This is an optimization exercise on Yosys and OpenROAD, whose aim is small area, not a production implementation. Where RTL was checked, it was by simulation tests only, not by an equivalence proof against the original. Power is estimated from default activity; no workload was simulated.

==> flow/design.v <==
module datapath_proc (clk, resetn, imem_addr, imem_data, dmem_addr, dmem_re, dmem_rdata,
                      wb_en, wb_addr, wb_data);
    input clk, resetn;
    output [15:0] imem_addr;
    input [15:0] imem_data;
    output [15:0] dmem_addr;
    output dmem_re;
    input [15:0] dmem_rdata;
    output wb_en;
    output [2:0] wb_addr;
    output [15:0] wb_data;
    reg [15:0] pc;
    reg [15:0] ir_id;
    reg rs_id;
    always @(posedge clk) begin
        ir_id <= imem_data;
        rs_id <= ~resetn;
    end
    wire [3:0] op = ir_id[15:12];
    wire [1:0] cz = ir_id[1:0];
    wire c_add = (op == 4'b0000);
    wire c_adi = (op == 4'b0001);
    wire c_nd  = (op == 4'b0010);
    wire c_lhi = (op == 4'b0011);
    wire c_lw  = (op == 4'b0100);
    wire z_rd, c_rd;             
    wire we_id = rs_id | ((c_add | c_nd) ? ((cz == 2'b00) | ((cz == 2'b01) & z_rd) | ((cz == 2'b10) & c_rd))
                                         : (c_adi | c_lw | c_lhi));
    reg [11:0] f_rd;
    reg [1:0]  k_rd;
    reg        z0_rd, lw_rd, we_rd;
    always @(posedge clk) begin
        f_rd <= ir_id[11:0];
        k_rd <= rs_id ? 2'd3 : (c_adi | c_lw) ? 2'd1 : c_nd ? 2'd2 : c_add ? 2'd0 : 2'd3;
        z0_rd <= rs_id;
        lw_rd <= resetn & ~rs_id & c_lw;
        we_rd <= resetn & we_id;
    end
    reg [15:0] rf [0:6];
    wire [2:0] ra = f_rd[11:9];
    wire [2:0] rb = f_rd[8:6];
    wire [2:0] rc = f_rd[5:3];
    wire kconst = (k_rd == 2'd3);
    wire kimm   = (k_rd == 2'd1);
    wire knand  = (k_rd == 2'd2);
    wire [7:0] sa = kconst ? 8'b0 : (8'b1 << ra);
    wire [7:0] sb = (kconst | kimm) ? 8'b0 : (8'b1 << rb);
    wire [15:0] a = ({16{sa[0]}} & rf[0]) | ({16{sa[1]}} & rf[1]) | ({16{sa[2]}} & rf[2]) | ({16{sa[3]}} & rf[3])
                  | ({16{sa[4]}} & rf[4]) | ({16{sa[5]}} & rf[5]) | ({16{sa[6]}} & rf[6]) | ({16{sa[7]}} & pc);
    wire [15:0] imx = ({16{kimm}} & {10'b0, f_rd[5:0]}) | ({16{kconst & ~z0_rd}} & {f_rd[8:0], 7'b0});
    wire [15:0] b = ({16{sb[0]}} & rf[0]) | ({16{sb[1]}} & rf[1]) | ({16{sb[2]}} & rf[2]) | ({16{sb[3]}} & rf[3])
                  | ({16{sb[4]}} & rf[4]) | ({16{sb[5]}} & rf[5]) | ({16{sb[6]}} & rf[6]) | ({16{sb[7]}} & pc)
                  | imx;
    wire [16:0] sum = a + b;
    wire [15:0] alu = knand ? ~(a & b) : sum[15:0];
    assign z_rd = kconst | (alu == 16'h0000);
    assign c_rd = ~knand & sum[16];
    wire [15:0] res_rd = alu;
    wire [2:0]  dst_rd = z0_rd ? 3'd0 : kconst ? ra : (k_rd == 2'd1) ? rb : rc;
    reg [15:0] res_ex, res_mem;
    reg [2:0]  dst_ex, dst_mem;
    reg        we_ex, we_mem, lw_ex, lw_mem;
    always @(posedge clk) begin
        res_ex <= res_rd;
        dst_ex <= dst_rd;
        we_ex  <= resetn & we_rd;
        lw_ex  <= resetn & lw_rd;
        res_mem <= res_ex;
        dst_mem <= dst_ex;
        we_mem  <= resetn & we_ex;
        lw_mem  <= resetn & lw_ex;
    end
    assign dmem_addr = res_mem;
    assign dmem_re = lw_mem;
    wire lw_g = lw_mem & resetn;
    wire al_g = ~lw_mem & resetn;
    wire [15:0] wd_g = ({16{lw_g}} & dmem_rdata) | ({16{al_g}} & res_mem);
    genvar gi;
    generate
        for (gi = 0; gi < 7; gi = gi + 1) begin : g_rf
            wire ld = we_mem & (dst_mem == gi);
            wire hold = resetn & ~ld;
            always @(posedge clk)
                rf[gi] <= ({16{ld}} & wd_g) | ({16{hold}} & rf[gi]);
        end
    endgenerate
    wire [15:0] pc_inc = pc + 16'd1;
    always @(posedge clk)
        if ((we_mem & (dst_mem == 3'd7)) | ~resetn) pc <= wd_g;
        else pc <= pc_inc;
    reg [15:0] wbd;
    reg [2:0]  wba;
    reg        wbe;
    always @(posedge clk) begin
        wbd <= wd_g;
        wba <= dst_mem;
        wbe <= resetn & we_mem;
    end
    assign imem_addr = pc;
    assign wb_en = wbe;
    assign wb_addr = wba;
    assign wb_data = wbd;
endmodule
export LEC_CHECK = 0
export CAP_MARGIN = 0
export CORE_MARGIN = 2
export CORE_UTILIZATION = 65
export PLACE_DENSITY = 0.75
export SLEW_MARGIN = 0
create_clock -name core_clock -period 6.0 [get_ports {clk}]
standard.sh (not shown) runs the stock make flow with config.mk's settings and CLKGATE_MAP_FILE= SYNTH_SCRIPT=/design/flow/synth_recipe.tcl, a recipe that flattens the netlist after the stock synthesis.
==> flow/flow/run.sh <==
#!/bin/bash
# Own layout flow: the standard ORFS flow (standard.sh) with area-minded settings.
#  * synthesis: the standard script, but ABC maps the logic for area (flip-flops are
#    mapped by dfflibmap before ABC, so registers keep their names and cells);
#  * port buffers are buf_1;
#  * CTS uses small clock buffers and no dummy loads.
# Each tool's output goes to a log file of its own here; ORFS's logs are under orfs/logs.
set -euo pipefail
W=$(pwd)
rm -rf "$W/scripts_area"
cp -r "$FLOW_HOME/scripts" "$W/scripts_area"
cp "$W/flow/abc_area.script" "$W/scripts_area/abc_speed.script"
# placement and routing repairs may not use the larger buffers
for f in cts floorplan global_place global_route repair_timing_post_place resize; do
  sed -i 's/set_dont_use \$::env(DONT_USE_CELLS)/set_dont_use "$::env(DONT_USE_CELLS) sky130_fd_sc_hd__buf_2 sky130_fd_sc_hd__buf_4 sky130_fd_sc_hd__buf_6 sky130_fd_sc_hd__buf_8 sky130_fd_sc_hd__buf_12 sky130_fd_sc_hd__buf_16"/' "$W/scripts_area/$f.tcl"
done
export SCRIPTS_DIR="$W/scripts_area"
export SYNTH_OPERATIONS_ARGS="-noshare"
export BUFFER_PORTS_ARGS="-buffer_cell sky130_fd_sc_hd__buf_1"
export CTS_ARGS="-sink_clustering_enable -repair_clock_nets -dont_use_dummy_load -buf_list {sky130_fd_sc_hd__clkbuf_2 sky130_fd_sc_hd__clkbuf_4 sky130_fd_sc_hd__clkbuf_8} -sink_clustering_buffer sky130_fd_sc_hd__clkbuf_8 -root_buf sky130_fd_sc_hd__clkbuf_4 -sink_clustering_size 16 -sink_clustering_max_diameter 60"
bash standard.sh synth > "$W/synth.log" 2>&1
bash standard.sh > "$W/layout.log" 2>&1
==> flow/flow/abc_area.script <==
strash
&get -n
&st
&dch
&nf -a
&put
Rerun with:
--- a/flow/design.v
+++ b/flow/design.v
@@ -11,11 +11,8 @@
     output [15:0] wb_data;
     reg [15:0] pc;
     reg [15:0] ir_id;
-    reg rs_id;
-    always @(posedge clk) begin
-        ir_id <= imem_data;
-        rs_id <= ~resetn;
-    end
+    always @(posedge clk)
+        ir_id <= imem_data & {16{resetn}};
     wire [3:0] op = ir_id[15:12];
     wire [1:0] cz = ir_id[1:0];
     wire c_add = (op == 4'b0000);
@@ -24,16 +21,15 @@
     wire c_lhi = (op == 4'b0011);
     wire c_lw  = (op == 4'b0100);
     wire z_rd, c_rd;             
-    wire we_id = rs_id | ((c_add | c_nd) ? ((cz == 2'b00) | ((cz == 2'b01) & z_rd) | ((cz == 2'b10) & c_rd))
-                                         : (c_adi | c_lw | c_lhi));
+    wire we_id = (c_add | c_nd) ? ((cz == 2'b00) | ((cz == 2'b01) & z_rd) | ((cz == 2'b10) & c_rd))
+                                : (c_adi | c_lw | c_lhi);
     reg [11:0] f_rd;
     reg [1:0]  k_rd;
-    reg        z0_rd, lw_rd, we_rd;
+    reg        lw_rd, we_rd;
     always @(posedge clk) begin
         f_rd <= ir_id[11:0];
-        k_rd <= rs_id ? 2'd3 : (c_adi | c_lw) ? 2'd1 : c_nd ? 2'd2 : c_add ? 2'd0 : 2'd3;
-        z0_rd <= rs_id;
-        lw_rd <= resetn & ~rs_id & c_lw;
+        k_rd <= (c_adi | c_lw) ? 2'd1 : c_nd ? 2'd2 : c_add ? 2'd0 : 2'd3;
+        lw_rd <= resetn & c_lw;
         we_rd <= resetn & we_id;
     end
     reg [15:0] rf [0:6];
@@ -47,7 +43,7 @@
     wire [7:0] sb = (kconst | kimm) ? 8'b0 : (8'b1 << rb);
     wire [15:0] a = ({16{sa[0]}} & rf[0]) | ({16{sa[1]}} & rf[1]) | ({16{sa[2]}} & rf[2]) | ({16{sa[3]}} & rf[3])
                   | ({16{sa[4]}} & rf[4]) | ({16{sa[5]}} & rf[5]) | ({16{sa[6]}} & rf[6]) | ({16{sa[7]}} & pc);
-    wire [15:0] imx = ({16{kimm}} & {10'b0, f_rd[5:0]}) | ({16{kconst & ~z0_rd}} & {f_rd[8:0], 7'b0});
+    wire [15:0] imx = ({16{kimm}} & {10'b0, f_rd[5:0]}) | ({16{kconst}} & {f_rd[8:0], 7'b0});
     wire [15:0] b = ({16{sb[0]}} & rf[0]) | ({16{sb[1]}} & rf[1]) | ({16{sb[2]}} & rf[2]) | ({16{sb[3]}} & rf[3])
                   | ({16{sb[4]}} & rf[4]) | ({16{sb[5]}} & rf[5]) | ({16{sb[6]}} & rf[6]) | ({16{sb[7]}} & pc)
                   | imx;
@@ -56,7 +52,7 @@
     assign z_rd = kconst | (alu == 16'h0000);
     assign c_rd = ~knand & sum[16];
     wire [15:0] res_rd = alu;
-    wire [2:0]  dst_rd = z0_rd ? 3'd0 : kconst ? ra : (k_rd == 2'd1) ? rb : rc;
+    wire [2:0]  dst_rd = kconst ? ra : (k_rd == 2'd1) ? rb : rc;
     reg [15:0] res_ex, res_mem;
     reg [2:0]  dst_ex, dst_mem;
     reg        we_ex, we_mem, lw_ex, lw_mem;
=>
- die area went up by 0.63%
- global-route usage drops by 0.51 points
- clock skew came out lower by 14 ps
- design area rises by 0.41%
- combinational power rises by about 54%
- flip-flop and latch count fell by 2
- maximum frequency decreases by 5.3%
- routed wire length decreases by 0.53%
- synthesized area rises by about 0.65%
- synthesized cell count stays flat
- via count increases by 1.4%
- register-to-register slack is worse by 300 ps
- utilization stays flat
- hold slack degrades by 4.0 ps


Setup of north:
datapath_proc with an RTL version that a note above also has.
Size in the first run: ~750 cells after synthesis, about 87 I/O pins, ~0.0085 sq mm of cells after synthesis.
==> module datapath_proc, before the edit <==
module datapath_proc (clk, resetn, imem_addr, imem_data, dmem_addr, dmem_re, dmem_rdata,
                      wb_en, wb_addr, wb_data);
    input clk, resetn;
    output [15:0] imem_addr;
    input [15:0] imem_data;
    output [15:0] dmem_addr;
    output dmem_re;
    input [15:0] dmem_rdata;
    output wb_en;
    output [2:0] wb_addr;
    output [15:0] wb_data;
    reg [15:0] pc;
    reg [15:0] ir_id;
    always @(posedge clk)
        ir_id <= imem_data & {16{resetn}};
    wire [3:0] op = ir_id[15:12];
    wire [1:0] cz = ir_id[1:0];
    wire c_add = (op == 4'b0000);
    wire c_adi = (op == 4'b0001);
    wire c_nd  = (op == 4'b0010);
    wire c_lhi = (op == 4'b0011);
    wire c_lw  = (op == 4'b0100);
    wire z_rd, c_rd;             
    wire we_id = (c_add | c_nd) ? ((cz == 2'b00) | ((cz == 2'b01) & z_rd) | ((cz == 2'b10) & c_rd))
                                : (c_adi | c_lw | c_lhi);
    reg [11:0] f_rd;
    reg [1:0]  k_rd;
    reg        lw_rd, we_rd;
    always @(posedge clk) begin
        f_rd <= ir_id[11:0];
        k_rd <= (c_adi | c_lw) ? 2'd1 : c_nd ? 2'd2 : c_add ? 2'd0 : 2'd3;
        lw_rd <= resetn & c_lw;
        we_rd <= resetn & we_id;
    end
    reg [15:0] rf [0:6];
    wire [2:0] ra = f_rd[11:9];
    wire [2:0] rb = f_rd[8:6];
    wire [2:0] rc = f_rd[5:3];
    wire kconst = (k_rd == 2'd3);
    wire kimm   = (k_rd == 2'd1);
    wire knand  = (k_rd == 2'd2);
    wire [7:0] sa = kconst ? 8'b0 : (8'b1 << ra);
    wire [7:0] sb = (kconst | kimm) ? 8'b0 : (8'b1 << rb);
    wire [15:0] a = ({16{sa[0]}} & rf[0]) | ({16{sa[1]}} & rf[1]) | ({16{sa[2]}} & rf[2]) | ({16{sa[3]}} & rf[3])
                  | ({16{sa[4]}} & rf[4]) | ({16{sa[5]}} & rf[5]) | ({16{sa[6]}} & rf[6]) | ({16{sa[7]}} & pc);
    wire [15:0] imx = ({16{kimm}} & {10'b0, f_rd[5:0]}) | ({16{kconst}} & {f_rd[8:0], 7'b0});
    wire [15:0] b = ({16{sb[0]}} & rf[0]) | ({16{sb[1]}} & rf[1]) | ({16{sb[2]}} & rf[2]) | ({16{sb[3]}} & rf[3])
                  | ({16{sb[4]}} & rf[4]) | ({16{sb[5]}} & rf[5]) | ({16{sb[6]}} & rf[6]) | ({16{sb[7]}} & pc)
                  | imx;
    wire [16:0] sum = a + b;
    wire [15:0] alu = knand ? ~(a & b) : sum[15:0];
    assign z_rd = kconst | (alu == 16'h0000);
    assign c_rd = ~knand & sum[16];
    wire [15:0] res_rd = alu;
    wire [2:0]  dst_rd = kconst ? ra : (k_rd == 2'd1) ? rb : rc;
    reg [15:0] res_ex, res_mem;
    reg [2:0]  dst_ex, dst_mem;
    reg        we_ex, we_mem, lw_ex, lw_mem;
    always @(posedge clk) begin
        res_ex <= res_rd;
        dst_ex <= dst_rd;
        we_ex  <= resetn & we_rd;
        lw_ex  <= resetn & lw_rd;
        res_mem <= res_ex;
        dst_mem <= dst_ex;
        we_mem  <= resetn & we_ex;
        lw_mem  <= resetn & lw_ex;
    end
    assign dmem_addr = res_mem;
    assign dmem_re = lw_mem;
    wire lw_g = lw_mem & resetn;
    wire al_g = ~lw_mem & resetn;
    wire [15:0] wd_g = ({16{lw_g}} & dmem_rdata) | ({16{al_g}} & res_mem);
    genvar gi;
    generate
        for (gi = 0; gi < 7; gi = gi + 1) begin : g_rf
            wire ld = we_mem & (dst_mem == gi);
            wire hold = resetn & ~ld;
            always @(posedge clk)
                rf[gi] <= ({16{ld}} & wd_g) | ({16{hold}} & rf[gi]);
        end
    endgenerate
    wire [15:0] pc_inc = pc + 16'd1;
    always @(posedge clk)
        if ((we_mem & (dst_mem == 3'd7)) | ~resetn) pc <= wd_g;
        else pc <= pc_inc;
    reg [15:0] wbd;
    reg [2:0]  wba;
    reg        wbe;
    always @(posedge clk) begin
        wbd <= wd_g;
        wba <= dst_mem;
        wbe <= resetn & we_mem;
    end
    assign imem_addr = pc;
    assign wb_en = wbe;
    assign wb_addr = wba;
    assign wb_data = wbd;
endmodule
==> flow/config.mk <==
export PLATFORM = sky130hd
export DESIGN_NAME = datapath_proc
export DESIGN_NICKNAME = datapath_proc
export VERILOG_FILES = /design/flow/design.v
export SDC_FILE = /design/flow/constraint.sdc
export NUM_CORES = 4
export LEC_CHECK = 0
export CAP_MARGIN = 5
export CORE_MARGIN = 2
export CORE_UTILIZATION = 65
export PLACE_DENSITY = 0.75
export SLEW_MARGIN = 5
==> flow/constraint.sdc <==
create_clock -name core_clock -period 6.0 [get_ports {clk}]
set_input_delay 1.2000 -clock core_clock [delete_from_list [all_inputs] [get_ports {clk}]]
set_output_delay 1.2000 -clock core_clock [all_outputs]
set_load 0.01 [all_outputs]
==> flow/flow/run.sh <==
#!/bin/bash
# Own layout flow: the standard ORFS flow (standard.sh) with area-minded settings.
#  * synthesis: the standard script, but ABC maps the logic for area (flip-flops are
#    mapped by dfflibmap before ABC, so registers keep their names and cells);
#  * port buffers are buf_1;
#  * CTS uses small clock buffers and no dummy loads.
# Each tool's output goes to a log file of its own here; ORFS's logs are under orfs/logs.
set -euo pipefail
W=$(pwd)
rm -rf "$W/scripts_area"
cp -r "$FLOW_HOME/scripts" "$W/scripts_area"
cp "$W/flow/abc_area.script" "$W/scripts_area/abc_speed.script"
export SCRIPTS_DIR="$W/scripts_area"
export SYNTH_OPERATIONS_ARGS="-noshare"
export BUFFER_PORTS_ARGS="-buffer_cell sky130_fd_sc_hd__buf_1"
export CTS_ARGS="-sink_clustering_enable -repair_clock_nets -dont_use_dummy_load -buf_list {sky130_fd_sc_hd__clkbuf_2 sky130_fd_sc_hd__clkbuf_4 sky130_fd_sc_hd__clkbuf_8} -sink_clustering_buffer sky130_fd_sc_hd__clkbuf_8 -root_buf sky130_fd_sc_hd__clkbuf_4 -sink_clustering_size 16 -sink_clustering_max_diameter 60"
bash standard.sh synth > "$W/synth.log" 2>&1
bash standard.sh > "$W/layout.log" 2>&1
Scripts as last shown in full above: flow/flow/abc_area.script
Setup changes, north to south
--- a/flow/design.v
+++ b/flow/design.v
@@ -34,26 +34,19 @@
     end
     reg [15:0] rf [0:6];
     wire [2:0] ra = f_rd[11:9];
     wire [2:0] rb = f_rd[8:6];
     wire [2:0] rc = f_rd[5:3];
-    wire kconst = (k_rd == 2'd3);
-    wire kimm   = (k_rd == 2'd1);
-    wire knand  = (k_rd == 2'd2);
-    wire [7:0] sa = kconst ? 8'b0 : (8'b1 << ra);
-    wire [7:0] sb = (kconst | kimm) ? 8'b0 : (8'b1 << rb);
-    wire [15:0] a = ({16{sa[0]}} & rf[0]) | ({16{sa[1]}} & rf[1]) | ({16{sa[2]}} & rf[2]) | ({16{sa[3]}} & rf[3])
-                  | ({16{sa[4]}} & rf[4]) | ({16{sa[5]}} & rf[5]) | ({16{sa[6]}} & rf[6]) | ({16{sa[7]}} & pc);
-    wire [15:0] imx = ({16{kimm}} & {10'b0, f_rd[5:0]}) | ({16{kconst}} & {f_rd[8:0], 7'b0});
-    wire [15:0] b = ({16{sb[0]}} & rf[0]) | ({16{sb[1]}} & rf[1]) | ({16{sb[2]}} & rf[2]) | ({16{sb[3]}} & rf[3])
-                  | ({16{sb[4]}} & rf[4]) | ({16{sb[5]}} & rf[5]) | ({16{sb[6]}} & rf[6]) | ({16{sb[7]}} & pc)
-                  | imx;
-    wire [16:0] sum = a + b;
-    wire [15:0] alu = knand ? ~(a & b) : sum[15:0];
+    wire [15:0] a = (ra == 3'd7) ? pc : rf[ra];
+    wire [15:0] b = (rb == 3'd7) ? pc : rf[rb];
+    wire [15:0] opb = (k_rd == 2'd1) ? {10'b0, f_rd[5:0]} : b;
+    wire [16:0] sum = a + opb;
+    wire [15:0] alu = (k_rd == 2'd2) ? ~(a & b) : sum[15:0];
+    wire        kconst = (k_rd == 2'd3);
     assign z_rd = kconst | (alu == 16'h0000);
-    assign c_rd = ~knand & sum[16];
-    wire [15:0] res_rd = alu;
+    assign c_rd = (k_rd[1] == 1'b0) & sum[16];
+    wire [15:0] res_rd = kconst ? {f_rd[8:0], 7'b0} : alu;
     wire [2:0]  dst_rd = kconst ? ra : (k_rd == 2'd1) ? rb : rc;
     reg [15:0] res_ex, res_mem;
     reg [2:0]  dst_ex, dst_mem;
     reg        we_ex, we_mem, lw_ex, lw_mem;
     always @(posedge clk) begin
- Latest clock arrival within the worst-skew pair essentially unchanged between south and north.
- Diff north -> south: final critical-path share of the clock period lower, synthesized instance count higher.
- south does better than north on worst setup slack before clock tree synthesis.
- Going from north to south, the number of diodes was found to have gone up by 1.
- Global-route usage over all layers, north and south, lower one = south.
- Total internal power: south vs north up about 7%
- Compared with north, south shows a number of ordinary inverters in the final layout that is 13 higher.
- In the metrics for north and south, the one carrying the lower sequential share of cell area is south.
- When the final numbers for north and south were put side by side, the layout overhead on the synthesized area turned out to be greater in north.
Function not checked in south: the RTL went through the layout flow alone.

==> afterwards: timing with drivers on the ports <==
The results above use ideal ports. As a check the final layouts listed here were re-extracted and re-timed, cells and wires unchanged. Step 1 sets driving cells, clkbuf_16 on the clock port and buf_2 on the other inputs (assumed; they add their load-dependent delay and slew). Step 2 times the ports against the registers' clock, not the clock port: input delays grow and output delays shrink by t, the midpoint of the rising clock arrivals with the driver on. a / b / c = ideal ports / drivers / drivers and shift; a / b = the first two.
run	shift t [ns]	setup WS [ns]	worst hold slack (ns)
the first run of note 1	0.633	0.556 / 0.556 / 0.556	0.333 / 0.333 / 0.333
the second run of note 1	0.650	0.253 / 0.253 / 0.253	0.329 / 0.329 / 0.329
north	0.657	0.407 / 0.407 / 0.407	0.312 / 0.312 / 0.312
south	0.650	0.553 / 0.553 / 0.553	0.335 / 0.335 / 0.335
After both steps every run listed still meets setup and hold.
